This is an optimization exercise on Yosys and OpenROAD, whose aim is small area, a short achievable clock period and few clock cycles per item, not a production implementation.
The RTL was checked by simulation tests, not by an equivalence proof against the original design.
Power figures rest on the tool's default switching activity, not on a simulated workload.

== try-ember ==
## fir_top
module fir_top #(
    parameter K  = 8,
    parameter DW = 8,
    parameter CW = 8
)(
    input  wire clk,
    input  wire rst,
    input  wire start,
    input  wire signed [DW-1:0] x_in,
    output wire signed [DW+CW+$clog2(K):0] y_out,
    output wire data_valid
);
clock: 6.0 ns
lec_check: 0
cap_margin: 20
core_margin: 2
core_utilization: 40
cts_buf_list: sky130_fd_sc_hd__clkbuf_8
cts_cluster_size: 30
setup_slack_margin: 3.7
slew_margin: 20
synth_hierarchical: 1
standard.sh (not shown) runs the stock make flow with config.mk's settings and CLKGATE_MAP_FILE= SYNTH_SCRIPT=/design/flow/synth_recipe.tcl, a recipe that flattens the netlist after the stock synthesis.
==> flow/flow/run.sh <==
#!/bin/bash
# The standard layout (standard.sh) with these changes:
#  - port buffers are buf_1 cells instead of the flow's default pick
#    (clkdlybuf4s50_1, a slow delay cell);
#  - synthesis is the standard flow's script, except that
#    - Yosys's full/half adder extraction runs only inside the fa_cell and
#      ha_cell modules, so the final adder is left to abc as plain gates (the
#      extracted fa_1/ha_1 cells are slow on its carry path);
#    - the adders use Yosys's default carry-lookahead map, not ORFS's
#      Kogge-Stone one (abc makes them smaller and as fast from it);
#    - abc maps the top module with ORFS's abc_area.script (it builds the
#      final adder from fast NAND gates) and the small cell modules with the
#      default abc_speed.script (which keeps the history muxes as a22o).
#  - clock tree synthesis inserts no dummy loads (they only add area here).
#  Registers are untouched.
set -euo pipefail
W=$(pwd)
export BUFFER_PORTS_ARGS="-buffer_cell sky130_fd_sc_hd__buf_1"
# ORFS's clock tree settings (as config.mk would set them), without dummy loads
export CTS_ARGS="-sink_clustering_enable -repair_clock_nets -sink_clustering_size 30 -buf_list sky130_fd_sc_hd__clkbuf_8 -dont_use_dummy_load"
sed -e 's|extract_fa {\*}\[dont_use_extract_fa_args\]|extract_fa {*}[dont_use_extract_fa_args] fa_cell ha_cell|' \
    -e 's|"-extra-map \$::env(FLOW_HOME)/platforms/common/lcu_kogge_stone.v"|""|' \
    -e 's|^  log_cmd abc {\*}\$abc_args$|  log_cmd abc {*}$abc_args fir_top %n\n  log_cmd abc {*}[lreplace $abc_args 1 1 $::env(SCRIPTS_DIR)/abc_area.script] fir_top|' \
    "$FLOW_HOME/scripts/synth.tcl" > "$W/flow_synth_core.tcl"
grep -q 'dont_use_extract_fa_args\] fa_cell ha_cell' "$W/flow_synth_core.tcl"
! grep -q 'lcu_kogge_stone' "$W/flow_synth_core.tcl"
grep -q 'abc_area.script\] fir_top' "$W/flow_synth_core.tcl"
sed "s|source \$::env(SCRIPTS_DIR)/synth.tcl|source $W/flow_synth_core.tcl|" synth_recipe.tcl > "$W/flow_synth.tcl"
grep -q "flow_synth_core.tcl" "$W/flow_synth.tcl"
sed "s|SYNTH_SCRIPT=[^ ]*|SYNTH_SCRIPT=$W/flow_synth.tcl|" standard.sh > "$W/flow_standard.sh"
grep -q "SYNTH_SCRIPT=$W/flow_synth.tcl" "$W/flow_standard.sh"
bash "$W/flow_standard.sh" > "$W/standard.log" 2>&1
Testbench counts of try-ember, summed over its fixed seeds: cycles 16,000, items 8,000.
What try-tundra does differently from try-ember at the input level:
Settings: swapping 3.7 for 3.8 in SETUP_SLACK_MARGIN; swapping 20 for 5 in CAP_MARGIN; swapping 20 for 5 in SLEW_MARGIN.
## What came out
[compare] base=try-ember new=try-tundra: largest stage delay on the critical path increased by 0.09 ns relative to the old numbers, setup slack of the critical path after layout increased by 0.065 ns relative to the old numbers, number of DRC markers in iteration 0 decreased by about 27% relative to the old numbers, total of max-cap violations closely matched the old numbers, upper clock frequency limit increased by about 3% relative to the old numbers. try-tundra: routed metal-1 wirelength is 1.2% lower than what try-ember reported. Area overhead of the layout relative to synthesis was higher in the run labelled try-tundra. On core utilization of the finished layout, the lower figure sits with try-ember, not try-tundra. Timing endpoint of the critical path: u4[7]$_DFF_P_ -> try-ember, wi[8]$_DFF_P_ -> try-tundra. Compared with try-ember, try-tundra shows a total wirelength of the detailed-routed design that is 110 um higher. Placement-stage cell area essentially unchanged between try-tundra and try-ember.
> inputs changed (try-tundra -> try-quartz)
Settings: swapping 5 for 20 in SLEW_MARGIN; swapping 3.8 for 4.0 in SETUP_SLACK_MARGIN; swapping 5 for 20 in CAP_MARGIN.
[summary]
- On worst clock skew on the final layout, try-quartz does better than try-tundra.
- try-quartz vs. try-tundra: fraction of area in registers lost 3.4 points; sum of negative setup slack neither gained nor lost much.
- Summary: register-to-register slack, try-quartz better than try-tundra
--- input diff try-quartz..try-xenon ---
Settings: SETUP_SLACK_MARGIN now 3.8, was 4.0.
diff --git a/flow/flow/run.sh b/flow/flow/run.sh
--- a/flow/flow/run.sh
+++ b/flow/flow/run.sh
@@ -18,5 +18,5 @@
 export BUFFER_PORTS_ARGS="-buffer_cell sky130_fd_sc_hd__buf_1"
 # ORFS's clock tree settings (as config.mk would set them), without dummy loads
-export CTS_ARGS="-sink_clustering_enable -repair_clock_nets -sink_clustering_size 30 -buf_list sky130_fd_sc_hd__clkbuf_8 -dont_use_dummy_load"
+export CTS_ARGS="-sink_clustering_enable -repair_clock_nets -sink_clustering_size 30 -sink_clustering_max_diameter 200 -sink_buffer_max_cap_derate 1.0 -buf_list sky130_fd_sc_hd__clkbuf_8 -dont_use_dummy_load"
 sed -e 's|extract_fa {\*}\[dont_use_extract_fa_args\]|extract_fa {*}[dont_use_extract_fa_args] fa_cell ha_cell|' \
     -e 's|"-extra-map \$::env(FLOW_HOME)/platforms/common/lcu_kogge_stone.v"|""|' \
Notes after the runs:
try-xenon against try-quartz: total chip power shows a reduction of about 9%; worst-case setup margin in the final layout has decreased. In the reports for try-xenon and try-quartz, the larger critical path depth belongs to try-xenon. Comparing try-quartz with try-xenon, the hold slack came out essentially unchanged. try-xenon ended with less share of final-layout standard cells stronger than drive strength 1 than try-quartz.

* * *

Another version of the RTL of fir_top (not shown whole).
Size: roughly 720 cells after synthesis, about 94 flip-flops, roughly 32 I/O pins, about 5100 um^2 of cells after synthesis.
Settings: LEC_CHECK=0, ABC_AREA=1, ABC_CLOCK_PERIOD_IN_PS=1000, CAP_MARGIN=20, CORE_MARGIN=2, CORE_UTILIZATION=40, SETUP_SLACK_MARGIN=3.8, SLEW_MARGIN=20, SYNTH_HIERARCHICAL=1; clock period 6.0 ns.
==> flow/flow/run.sh <==
#!/bin/bash
# The standard layout (standard.sh) with two changes:
#  - port buffers are buf_1 cells instead of the flow's default pick
#    (clkdlybuf4s50_1, a slow delay cell);
#  - synthesis is the standard flow's script, except that Yosys's full/half adder
#    extraction runs only inside the fa_cell and ha_cell modules, so that the
#    final adder is left to abc as plain gates (the extracted fa_1/ha_1 cells
#    are slow on its carry path). Registers are untouched.
set -euo pipefail
W=$(pwd)
export BUFFER_PORTS_ARGS="-buffer_cell sky130_fd_sc_hd__buf_1"
sed 's|extract_fa {\*}\[dont_use_extract_fa_args\]|extract_fa {*}[dont_use_extract_fa_args] fa_cell ha_cell|' \
    "$FLOW_HOME/scripts/synth.tcl" > "$W/flow_synth_core.tcl"
grep -q 'dont_use_extract_fa_args\] fa_cell ha_cell' "$W/flow_synth_core.tcl"
sed "s|source \$::env(SCRIPTS_DIR)/synth.tcl|source $W/flow_synth_core.tcl|" synth_recipe.tcl > "$W/flow_synth.tcl"
grep -q "flow_synth_core.tcl" "$W/flow_synth.tcl"
sed "s|SYNTH_SCRIPT=[^ ]*|SYNTH_SCRIPT=$W/flow_synth.tcl|" standard.sh > "$W/flow_standard.sh"
grep -q "SYNTH_SCRIPT=$W/flow_synth.tcl" "$W/flow_standard.sh"
bash "$W/flow_standard.sh" > "$W/standard.log" 2>&1
The baseline completed without violations.
Testbench counts at the start, summed over its fixed seeds: cycles 16,000, items 8,000.
==> next run, changes <==
--- a/flow/config.mk
+++ b/flow/config.mk
@@ -7,4 +7,2 @@
 export LEC_CHECK = 0
-export ABC_AREA = 1
-export ABC_CLOCK_PERIOD_IN_PS = 1000
 export CAP_MARGIN = 20
@@ -12,3 +10,3 @@
 export CORE_UTILIZATION = 40
-export SETUP_SLACK_MARGIN = 3.8
+export SETUP_SLACK_MARGIN = 3.6
 export SLEW_MARGIN = 20
Outcome: Sequential power rose by about 1%; die area drops by about 3.4%; sequential share of layout area falls by 0.46 points.
==> next run, changes <==
--- a/flow/config.mk
+++ b/flow/config.mk
@@ -7,2 +7,4 @@
 export LEC_CHECK = 0
+export ABC_AREA = 1
+export ABC_CLOCK_PERIOD_IN_PS = 1600
 export CAP_MARGIN = 20
@@ -10,3 +12,3 @@
 export CORE_UTILIZATION = 40
-export SETUP_SLACK_MARGIN = 3.6
+export SETUP_SLACK_MARGIN = 3.8
 export SLEW_MARGIN = 20
Utilization is lower by 3.2 points.
Global-route usage goes down by 1.0 points.
Total power came out lower by roughly a tenth.
Via count came out higher by about a fifth.
Critical path depth went up by 5.
Maximum frequency rose by about a fifth.
Cell count came out higher by well over a third.
Setup slack is better by 480 ps.
Wire length is lower slightly.
Cell area fell by a few percent.
==> next run, changes <==
--- a/flow/config.mk
+++ b/flow/config.mk
@@ -8,3 +8,2 @@
 export ABC_AREA = 1
-export ABC_CLOCK_PERIOD_IN_PS = 1600
 export CAP_MARGIN = 20
@@ -12,3 +11,3 @@
 export CORE_UTILIZATION = 40
-export SETUP_SLACK_MARGIN = 3.8
+export SETUP_SLACK_MARGIN = 3.5
 export SLEW_MARGIN = 20
Global-route usage climbs by 0.24 points.
Sequential power stays flat.
Flip-flop and latch count is unchanged.
Total power rises by 13%.
Cell area fell by 1.0%.
Die area is unchanged.
Clock-buffer cell count is lower by 3.

* * *

## build 5
The RTL this note starts from:
==> flow/design.v <==
module fa_cell (input wire a, input wire b, input wire c, output wire s, output wire co);
    assign s  = a ^ b ^ c;
    assign co = (a & b) | (a & c) | (b & c);
endmodule
module ha_cell (input wire a, input wire b, output wire s, output wire co);
    assign s  = a ^ b;
    assign co = a & b;
endmodule
module hold_cell (input wire ld, input wire hd, input wire d, input wire q, output wire o);
    assign o = (ld & d) | (hd & q);
endmodule
module hold1_cell (input wire ld, input wire hd, input wire r, input wire d, input wire q, output wire o);
    assign o = (ld & d) | (hd & q) | r;
endmodule
module fir_top #(
    parameter K  = 8,
    parameter DW = 8,
    parameter CW = 8
)(
    input  wire clk,
    input  wire rst,
    input  wire start,
    input  wire signed [DW-1:0] x_in,
    output wire signed [DW+CW+$clog2(K):0] y_out,
    output wire data_valid
);
    reg [7:0] u1, u2, u3, u4, u5, u6;
    reg [10:0] wi;                            
    wire [10:0] w = wi ^ 11'h380;
    reg [11:0] ra, rb;
    reg [11:0] y;
    reg dv;
    wire [7:0] u_in = {~x_in[7], x_in[6:0]};
    wire [10:0] w_nx;                         
    wire ld = start & ~rst;
    wire hd = ~start & ~rst;
    wire [58:0] hist = {wi, u6, u5, u4, u3, u2, u1};
    wire [58:0] hin  = {w_nx ^ 11'h380, u5, u4, u3, u2, u1, u_in};
    localparam [58:0] RST1 = {11'd0, {6{8'h80}}};
    wire [58:0] hnx;
    genvar gi;
    generate
        for (gi = 0; gi < 59; gi = gi + 1) begin : g_hist
            if (RST1[gi]) begin : g_one
                hold1_cell u_h (.ld(ld), .hd(hd), .r(rst), .d(hin[gi]), .q(hist[gi]), .o(hnx[gi]));
            end else begin : g_zero
                hold_cell u_h (.ld(ld), .hd(hd), .d(hin[gi]), .q(hist[gi]), .o(hnx[gi]));
            end
        end
    endgenerate
    always @(posedge clk)
        {wi, u6, u5, u4, u3, u2, u1} <= hnx;
    wire s1, c1;
    fa_cell u_fa1 (.a(u1[0]), .b(u2[0]), .c(u3[0]), .s(s1), .co(c1));
    wire s2, c2;
    fa_cell u_fa2 (.a(u1[1]), .b(u2[1]), .c(u3[1]), .s(s2), .co(c2));
    wire s3, c3;
    ha_cell u_ha3 (.a(u4[1]), .b(u5[1]), .s(s3), .co(c3));
    wire s4, c4;
    fa_cell u_fa4 (.a(u1[2]), .b(u2[2]), .c(u3[2]), .s(s4), .co(c4));
    wire s5, c5;
    fa_cell u_fa5 (.a(u4[2]), .b(u5[2]), .c(w[2]), .s(s5), .co(c5));
    wire s6, c6;
    fa_cell u_fa6 (.a(u1[3]), .b(u2[3]), .c(u3[3]), .s(s6), .co(c6));
    wire s7, c7;
    fa_cell u_fa7 (.a(u4[3]), .b(u5[3]), .c(w[3]), .s(s7), .co(c7));
    wire s8, c8;
    fa_cell u_fa8 (.a(u1[4]), .b(u2[4]), .c(u3[4]), .s(s8), .co(c8));
    wire s9, c9;
    fa_cell u_fa9 (.a(u4[4]), .b(u5[4]), .c(w[4]), .s(s9), .co(c9));
    wire s10, c10;
    fa_cell u_fa10 (.a(u1[5]), .b(u2[5]), .c(u3[5]), .s(s10), .co(c10));
    wire s11, c11;
    fa_cell u_fa11 (.a(u4[5]), .b(u5[5]), .c(w[5]), .s(s11), .co(c11));
    wire s12, c12;
    fa_cell u_fa12 (.a(u1[6]), .b(u2[6]), .c(u3[6]), .s(s12), .co(c12));
    wire s13, c13;
    fa_cell u_fa13 (.a(u4[6]), .b(u5[6]), .c(w[6]), .s(s13), .co(c13));
    wire s14, c14;
    fa_cell u_fa14 (.a(u1[7]), .b(u2[7]), .c(u3[7]), .s(s14), .co(c14));
    wire s15, c15;
    fa_cell u_fa15 (.a(u4[7]), .b(u5[7]), .c(w[7]), .s(s15), .co(c15));
    wire s16, c16;
    ha_cell u_ha16 (.a(u4[0]), .b(u5[0]), .s(s16), .co(c16));
    wire s17, c17;
    fa_cell u_fa17 (.a(w[1]), .b(s2), .c(s3), .s(s17), .co(c17));
    wire s18, c18;
    fa_cell u_fa18 (.a(s4), .b(s5), .c(c2), .s(s18), .co(c18));
    wire s19, c19;
    fa_cell u_fa19 (.a(s6), .b(s7), .c(c4), .s(s19), .co(c19));
    wire s20, c20;
    fa_cell u_fa20 (.a(s8), .b(s9), .c(c6), .s(s20), .co(c20));
    wire s21, c21;
    fa_cell u_fa21 (.a(s10), .b(s11), .c(c8), .s(s21), .co(c21));
    wire s22, c22;
    fa_cell u_fa22 (.a(s12), .b(s13), .c(c10), .s(s22), .co(c22));
    wire s23, c23;
    fa_cell u_fa23 (.a(s14), .b(s15), .c(c12), .s(s23), .co(c23));
    wire s24, c24;
    ha_cell u_ha24 (.a(w[8]), .b(c14), .s(s24), .co(c24));
    wire s25, c25;
    ha_cell u_ha25 (.a(w[0]), .b(s1), .s(s25), .co(c25));
    wire s26, c26;
    fa_cell u_fa26 (.a(c1), .b(s17), .c(c16), .s(s26), .co(c26));
    wire s27, c27;
    fa_cell u_fa27 (.a(c3), .b(s18), .c(c17), .s(s27), .co(c27));
    wire s28, c28;
    fa_cell u_fa28 (.a(c5), .b(s19), .c(c18), .s(s28), .co(c28));
    wire s29, c29;
    fa_cell u_fa29 (.a(c7), .b(s20), .c(c19), .s(s29), .co(c29));
    wire s30, c30;
    fa_cell u_fa30 (.a(c9), .b(s21), .c(c20), .s(s30), .co(c30));
    wire s31, c31;
    fa_cell u_fa31 (.a(c11), .b(s22), .c(c21), .s(s31), .co(c31));
    wire s32, c32;
    fa_cell u_fa32 (.a(c13), .b(s23), .c(c22), .s(s32), .co(c32));
    wire s33, c33;
    fa_cell u_fa33 (.a(c15), .b(s24), .c(c23), .s(s33), .co(c33));
    wire s34, c34;
    ha_cell u_ha34 (.a(w[9]), .b(c24), .s(s34), .co(c34));
    wire [11:0] pr0 = {1'b0, w[10], s34, s33, s32, s31, s30, s29, s28, s27, s26, s16};
    wire [11:0] pr1 = {1'b0, c34, c33, c32, c31, c30, c29, c28, c27, c26, c25, s25};
    localparam [11:0] RA0 = 12'd0;
    localparam [11:0] RB0 = 12'd1536;
    wire s35, c35;
    fa_cell u_fa35 (.a(u6[0]), .b(u5[1]), .c(u6[2]), .s(s35), .co(c35));
    wire s36, c36;
    fa_cell u_fa36 (.a(u6[1]), .b(u5[2]), .c(u6[3]), .s(s36), .co(c36));
    wire s37, c37;
    fa_cell u_fa37 (.a(u6[2]), .b(u5[3]), .c(u6[4]), .s(s37), .co(c37));
    wire s38, c38;
    fa_cell u_fa38 (.a(u6[3]), .b(u5[4]), .c(u6[5]), .s(s38), .co(c38));
    wire s39, c39;
    fa_cell u_fa39 (.a(u6[4]), .b(u5[5]), .c(u6[6]), .s(s39), .co(c39));
    wire s40, c40;
    fa_cell u_fa40 (.a(u6[5]), .b(u5[6]), .c(u6[7]), .s(s40), .co(c40));
    wire s41, c41;
    ha_cell u_ha41 (.a(u6[6]), .b(u5[7]), .s(s41), .co(c41));
    wire [10:0] wr0 = {1'b0, u6[7], s41, s40, s39, s38, s37, s36, s35, u5[0], u6[0]};
    wire [10:0] wr1 = {1'b0, c41, c40, c39, c38, c37, c36, c35, 1'b0, u6[1], 1'b0};
    assign w_nx = wr0 + wr1;                  
    always @(posedge clk or posedge rst) begin
        if (rst) begin
            ra <= RA0;
            rb <= RB0;
        end else begin
            ra <= pr0;
            rb <= pr1;
        end
    end
    wire [11:0] uu = {2'b00, u_in, 2'b00};
    wire [11:0] sx = ra ^ rb;
    wire [11:0] sg = ra & rb;
    wire [11:0] so = ra | rb;
    wire [11:0] ss = sx ^ uu;
    wire [11:0] sk = sg | (uu & so);
    wire [11:0] s  = ss + {sk[10:0], 1'b0};
    always @(posedge clk)
        y <= {~s[11], s[10:0]};
    always @(posedge clk or posedge rst) begin
        if (rst) dv <= 1'b0;
        else     dv <= start;
    end
    assign y_out = {{8{y[11]}}, y};
    assign data_valid = dv;
endmodule
export LEC_CHECK = 0
export CAP_MARGIN = 20
export CORE_MARGIN = 2
export CORE_UTILIZATION = 40
export CTS_BUF_LIST = sky130_fd_sc_hd__clkbuf_8
export CTS_CLUSTER_SIZE = 30
export SETUP_SLACK_MARGIN = 3.9
export SLEW_MARGIN = 20
export SYNTH_HIERARCHICAL = 1
export TNS_END_PERCENT = 10
create_clock -name core_clock -period 6.0 [get_ports {clk}]
==> flow/flow/run.sh <==
#!/bin/bash
# The standard layout (standard.sh) with these changes:
#  - port buffers are buf_1 cells instead of the flow's default pick
#    (clkdlybuf4s50_1, a slow delay cell);
#  - synthesis is the standard flow's script, except that
#    - Yosys's full/half adder extraction runs only inside the fa_cell and
#      ha_cell modules, so the final adder is left to abc as plain gates (the
#      extracted fa_1/ha_1 cells are slow on its carry path);
#    - the adders use Yosys's default carry-lookahead map, not ORFS's
#      Kogge-Stone one (abc makes them smaller and as fast from it);
#    - abc maps the top module with ORFS's abc_area.script (it builds the
#      final adder from fast NAND gates) and the small cell modules with the
#      default abc_speed.script (which keeps the history muxes as a22o).
#  - clock tree synthesis inserts no dummy loads (they only add area here).
#  Registers are untouched.
set -euo pipefail
W=$(pwd)
export BUFFER_PORTS_ARGS="-buffer_cell sky130_fd_sc_hd__buf_1"
# ORFS's clock tree settings (as config.mk would set them), without dummy loads
export CTS_ARGS="-sink_clustering_enable -repair_clock_nets -sink_clustering_size 10 -sink_clustering_max_diameter 50 -buf_list {sky130_fd_sc_hd__clkbuf_4 sky130_fd_sc_hd__clkbuf_8} -root_buf sky130_fd_sc_hd__clkbuf_8 -dont_use_dummy_load"
sed -e 's|extract_fa {\*}\[dont_use_extract_fa_args\]|extract_fa {*}[dont_use_extract_fa_args] fa_cell ha_cell|' \
    -e 's|"-extra-map \$::env(FLOW_HOME)/platforms/common/lcu_kogge_stone.v"|""|' \
    -e 's|^  log_cmd abc {\*}\$abc_args$|  log_cmd abc {*}$abc_args fir_top %n\n  log_cmd abc {*}[lreplace $abc_args 1 1 $::env(SCRIPTS_DIR)/abc_area.script] fir_top|' \
    "$FLOW_HOME/scripts/synth.tcl" > "$W/flow_synth_core.tcl"
grep -q 'dont_use_extract_fa_args\] fa_cell ha_cell' "$W/flow_synth_core.tcl"
! grep -q 'lcu_kogge_stone' "$W/flow_synth_core.tcl"
grep -q 'abc_area.script\] fir_top' "$W/flow_synth_core.tcl"
sed "s|source \$::env(SCRIPTS_DIR)/synth.tcl|source $W/flow_synth_core.tcl|" synth_recipe.tcl > "$W/flow_synth.tcl"
grep -q "flow_synth_core.tcl" "$W/flow_synth.tcl"
sed "s|SYNTH_SCRIPT=[^ ]*|SYNTH_SCRIPT=$W/flow_synth.tcl|" standard.sh > "$W/flow_standard.sh"
grep -q "SYNTH_SCRIPT=$W/flow_synth.tcl" "$W/flow_standard.sh"
bash "$W/flow_standard.sh" > "$W/standard.log" 2>&1
Testbench counts of build 5, summed over its fixed seeds: cycles 16,000, items 8,000.
What build 61 does differently from build 5 at the input level:
==> flow/flow/run.sh <==
#!/bin/bash
# The standard layout (standard.sh) with these changes:
#  - port buffers are buf_1 cells instead of the flow's default pick
#    (clkdlybuf4s50_1, a slow delay cell);
#  - synthesis is the standard flow's script, except that
#    - Yosys's full/half adder extraction runs only inside the fa_cell and
#      ha_cell modules, so the final adder is left to abc as plain gates (the
#      extracted fa_1/ha_1 cells are slow on its carry path);
#    - the adders use Yosys's default carry-lookahead map, not ORFS's
#      Kogge-Stone one (abc makes them smaller and as fast from it);
#    - abc maps the top module with flow/abc_top.script, which is ORFS's
#      abc_area.script (it builds the adders from fast NAND gates) without
#      its buffering and upsizing (the layout's repair sizes the gates), and
#      the small cell modules with the default abc_speed.script (which keeps
#      the history muxes as a22o).
#  - clock tree synthesis inserts no dummy loads (they only add area here).
#  Registers are untouched.
set -euo pipefail
W=$(pwd)
export BUFFER_PORTS_ARGS="-buffer_cell sky130_fd_sc_hd__buf_1"
# ORFS's clock tree settings (as config.mk would set them), without dummy loads
export CTS_ARGS="-sink_clustering_enable -repair_clock_nets -sink_clustering_size 30 -buf_list sky130_fd_sc_hd__clkbuf_8 -dont_use_dummy_load"
sed -e 's|extract_fa {\*}\[dont_use_extract_fa_args\]|extract_fa {*}[dont_use_extract_fa_args] fa_cell ha_cell|' \
    -e 's|"-extra-map \$::env(FLOW_HOME)/platforms/common/lcu_kogge_stone.v"|""|' \
    -e "s|^  log_cmd abc {\\*}\\\$abc_args\$|  log_cmd abc {*}\$abc_args fir_top %n\\n  log_cmd abc {*}[lreplace \$abc_args 1 1 $W/flow/abc_top.script] fir_top|" \
    "$FLOW_HOME/scripts/synth.tcl" > "$W/flow_synth_core.tcl"
grep -q 'dont_use_extract_fa_args\] fa_cell ha_cell' "$W/flow_synth_core.tcl"
! grep -q 'lcu_kogge_stone' "$W/flow_synth_core.tcl"
grep -q 'abc_top.script\] fir_top' "$W/flow_synth_core.tcl"
sed "s|source \$::env(SCRIPTS_DIR)/synth.tcl|source $W/flow_synth_core.tcl|" synth_recipe.tcl > "$W/flow_synth.tcl"
grep -q "flow_synth_core.tcl" "$W/flow_synth.tcl"
sed "s|SYNTH_SCRIPT=[^ ]*|SYNTH_SCRIPT=$W/flow_synth.tcl|" standard.sh > "$W/flow_standard.sh"
grep -q "SYNTH_SCRIPT=$W/flow_synth.tcl" "$W/flow_standard.sh"
bash "$W/flow_standard.sh" > "$W/standard.log" 2>&1
==> flow/flow/abc_top.script (new file) <==
strash
dch
map -B 0.9
topo
stime -c
dnsize -c
## What came out
Build 61 vs. build 5: via count went up by about 2.4%, non-clock buffer count went up by 4, post-synthesis to final-layout area growth went up by 3.8 points, share of post-route cells with drive strength above 1 went up by 4.8 points. Summary — height of the die, build 61 relative to build 5: lower, by 0.93 um. Compared with build 5, build 61 shows met1 track demand over resource in global routing higher by 0.85 points. Build 61 vs. build 5: upper clock frequency limit went down by 1.8 MHz. Per the comparison of build 61 with build 5, combinational cell fraction of total power shows an increase of 1.0 points; total setup violations reported at the end of the flow shows no meaningful change.
Modified inputs, build 90 compared to build 61
Settings: removing TNS_END_PERCENT (formerly 10).
--- a/flow/flow/run.sh
+++ b/flow/flow/run.sh
@@ -9,9 +9,7 @@
 #    - the adders use Yosys's default carry-lookahead map, not ORFS's
 #      Kogge-Stone one (abc makes them smaller and as fast from it);
-#    - abc maps the top module with flow/abc_top.script, which is ORFS's
-#      abc_area.script (it builds the adders from fast NAND gates) without
-#      its buffering and upsizing (the layout's repair sizes the gates), and
-#      the small cell modules with the default abc_speed.script (which keeps
-#      the history muxes as a22o).
+#    - abc maps the top module with ORFS's abc_area.script (it builds the
+#      final adder from fast NAND gates) and the small cell modules with the
+#      default abc_speed.script (which keeps the history muxes as a22o).
 #  - clock tree synthesis inserts no dummy loads (they only add area here).
 #  Registers are untouched.
@@ -23,9 +21,9 @@
 sed -e 's|extract_fa {\*}\[dont_use_extract_fa_args\]|extract_fa {*}[dont_use_extract_fa_args] fa_cell ha_cell|' \
     -e 's|"-extra-map \$::env(FLOW_HOME)/platforms/common/lcu_kogge_stone.v"|""|' \
-    -e "s|^  log_cmd abc {\\*}\\\$abc_args\$|  log_cmd abc {*}\$abc_args fir_top %n\\n  log_cmd abc {*}[lreplace \$abc_args 1 1 $W/flow/abc_top.script] fir_top|" \
+    -e 's|^  log_cmd abc {\*}\$abc_args$|  log_cmd abc {*}$abc_args fir_top %n\n  log_cmd abc {*}[lreplace $abc_args 1 1 $::env(SCRIPTS_DIR)/abc_area.script] fir_top|' \
     "$FLOW_HOME/scripts/synth.tcl" > "$W/flow_synth_core.tcl"
 grep -q 'dont_use_extract_fa_args\] fa_cell ha_cell' "$W/flow_synth_core.tcl"
 ! grep -q 'lcu_kogge_stone' "$W/flow_synth_core.tcl"
-grep -q 'abc_top.script\] fir_top' "$W/flow_synth_core.tcl"
+grep -q 'abc_area.script\] fir_top' "$W/flow_synth_core.tcl"
 sed "s|source \$::env(SCRIPTS_DIR)/synth.tcl|source $W/flow_synth_core.tcl|" synth_recipe.tcl > "$W/flow_synth.tcl"
 grep -q "flow_synth_core.tcl" "$W/flow_synth.tcl"
removed: flow/flow/abc_top.script
==> comparison <==
Per the comparison of build 90 with build 61, compound-cell area share of the yosys netlist went up 0.34 points; post-detailed-route wirelength per cell up 0.33 um; starting utilization of the core area moved up; share of the clock period used by the worst path shows an increase of 1.3 points; combinational power share saw an increase.
Across both runs, routability congestion estimate from global placement was higher for build 90 than for build 61.
[diff] via count, build 90 relative to build 61: improvement
The inputs of build 21 differ from those of build 90 as listed below.
Settings: setting TNS_END_PERCENT to 20 for the first time.
### Flow results
Across build 90 and build 21, the outcome is the same: a clean finish for every run.
Build 90 vs build 21, capture point of the critical path: wi[8]$_DFF_P_ vs wi[7]$_DFF_P_
Compared with build 90, build 21 improves leakage power of the design.
The higher largest voltage drop on the vdd net came out of build 90.
Going from build 90 to build 21, relative area change from synthesis to final layout decreased by 1.9 points relative to the old numbers, non-clock buffer count shrank by 4.9%, wire length of the first global-routing pass went down.
Detailed route, build 21 vs build 90: via total lower for build 21
Between build 90 and build 21, post-route total power decreased.
Changes in build 33 relative to build 21:
Settings: a change of TNS_END_PERCENT from 20 to 10.
[summary]
Compared with build 21, build 33 shows a higher amount of wire on met3 after detailed routing. Diff build 21 -> build 33: maximum achievable frequency saw little to no change; final setup slack of the worst path moved up. Between build 21 and build 33, the met1 track demand over resource does not differ in any meaningful way. Across both runs, first-pass GRT wire length was lower for build 33 than for build 21. As far as weighted congestion reported at the end of routability-driven placement is concerned, build 33 and build 21 perform about the same. Build 33 vs. build 21: relative area of non-clock buffer cells in the final design went down 0.55 points, met3 capacity usage during global routing held.

[re-timing with driven ports]
In the flow no input, the clock included, has a driving cell. The finished layouts below were timed again as built, in two steps. Step 1 sets driving cells, clkbuf_16 on the clock port and buf_2 on the other inputs (assumed; they add their load-dependent delay and slew). Step 2 also shifts input and output timing later by t, the mid clock arrival at the registers, as if the neighbouring blocks saw the same clock. Three values: ideal, step 1, step 2; two values: the first two.
run	t, ns	setup WS [ns]	pins driven straight from the clock port
try-ember	0.384	3.812 / 3.795 / 3.434	1
try-tundra	0.383	3.877 / 3.867 / 3.518	1
try-quartz	0.379	3.949 / 3.913 / 3.615	1
try-xenon	0.383	3.877 / 3.867 / 3.518	1
the first run of note 2	0.363	3.868 / 3.876 / 3.515	1
the second run of note 2	0.376	3.385 / 3.381 / 3.005	1
the third run of note 2	0.363	3.868 / 3.876 / 3.515	1
the fourth run of note 2	0.371	3.804 / 3.791 / 3.447	1
build 5	0.384	3.896 / 3.879 / 3.527	1
build 61	0.382	3.888 / 3.887 / 3.538	1
build 90	0.380	3.809 / 3.809 / 3.547	1
build 21	0.373	3.893 / 3.888 / 3.614	1
build 33	0.384	3.896 / 3.879 / 3.527	1
After both steps every run listed still meets setup and hold. The setup slack of the second run of note 2, which loses most, moves by -0.004 ns with the drivers and by -0.380 ns with both steps.
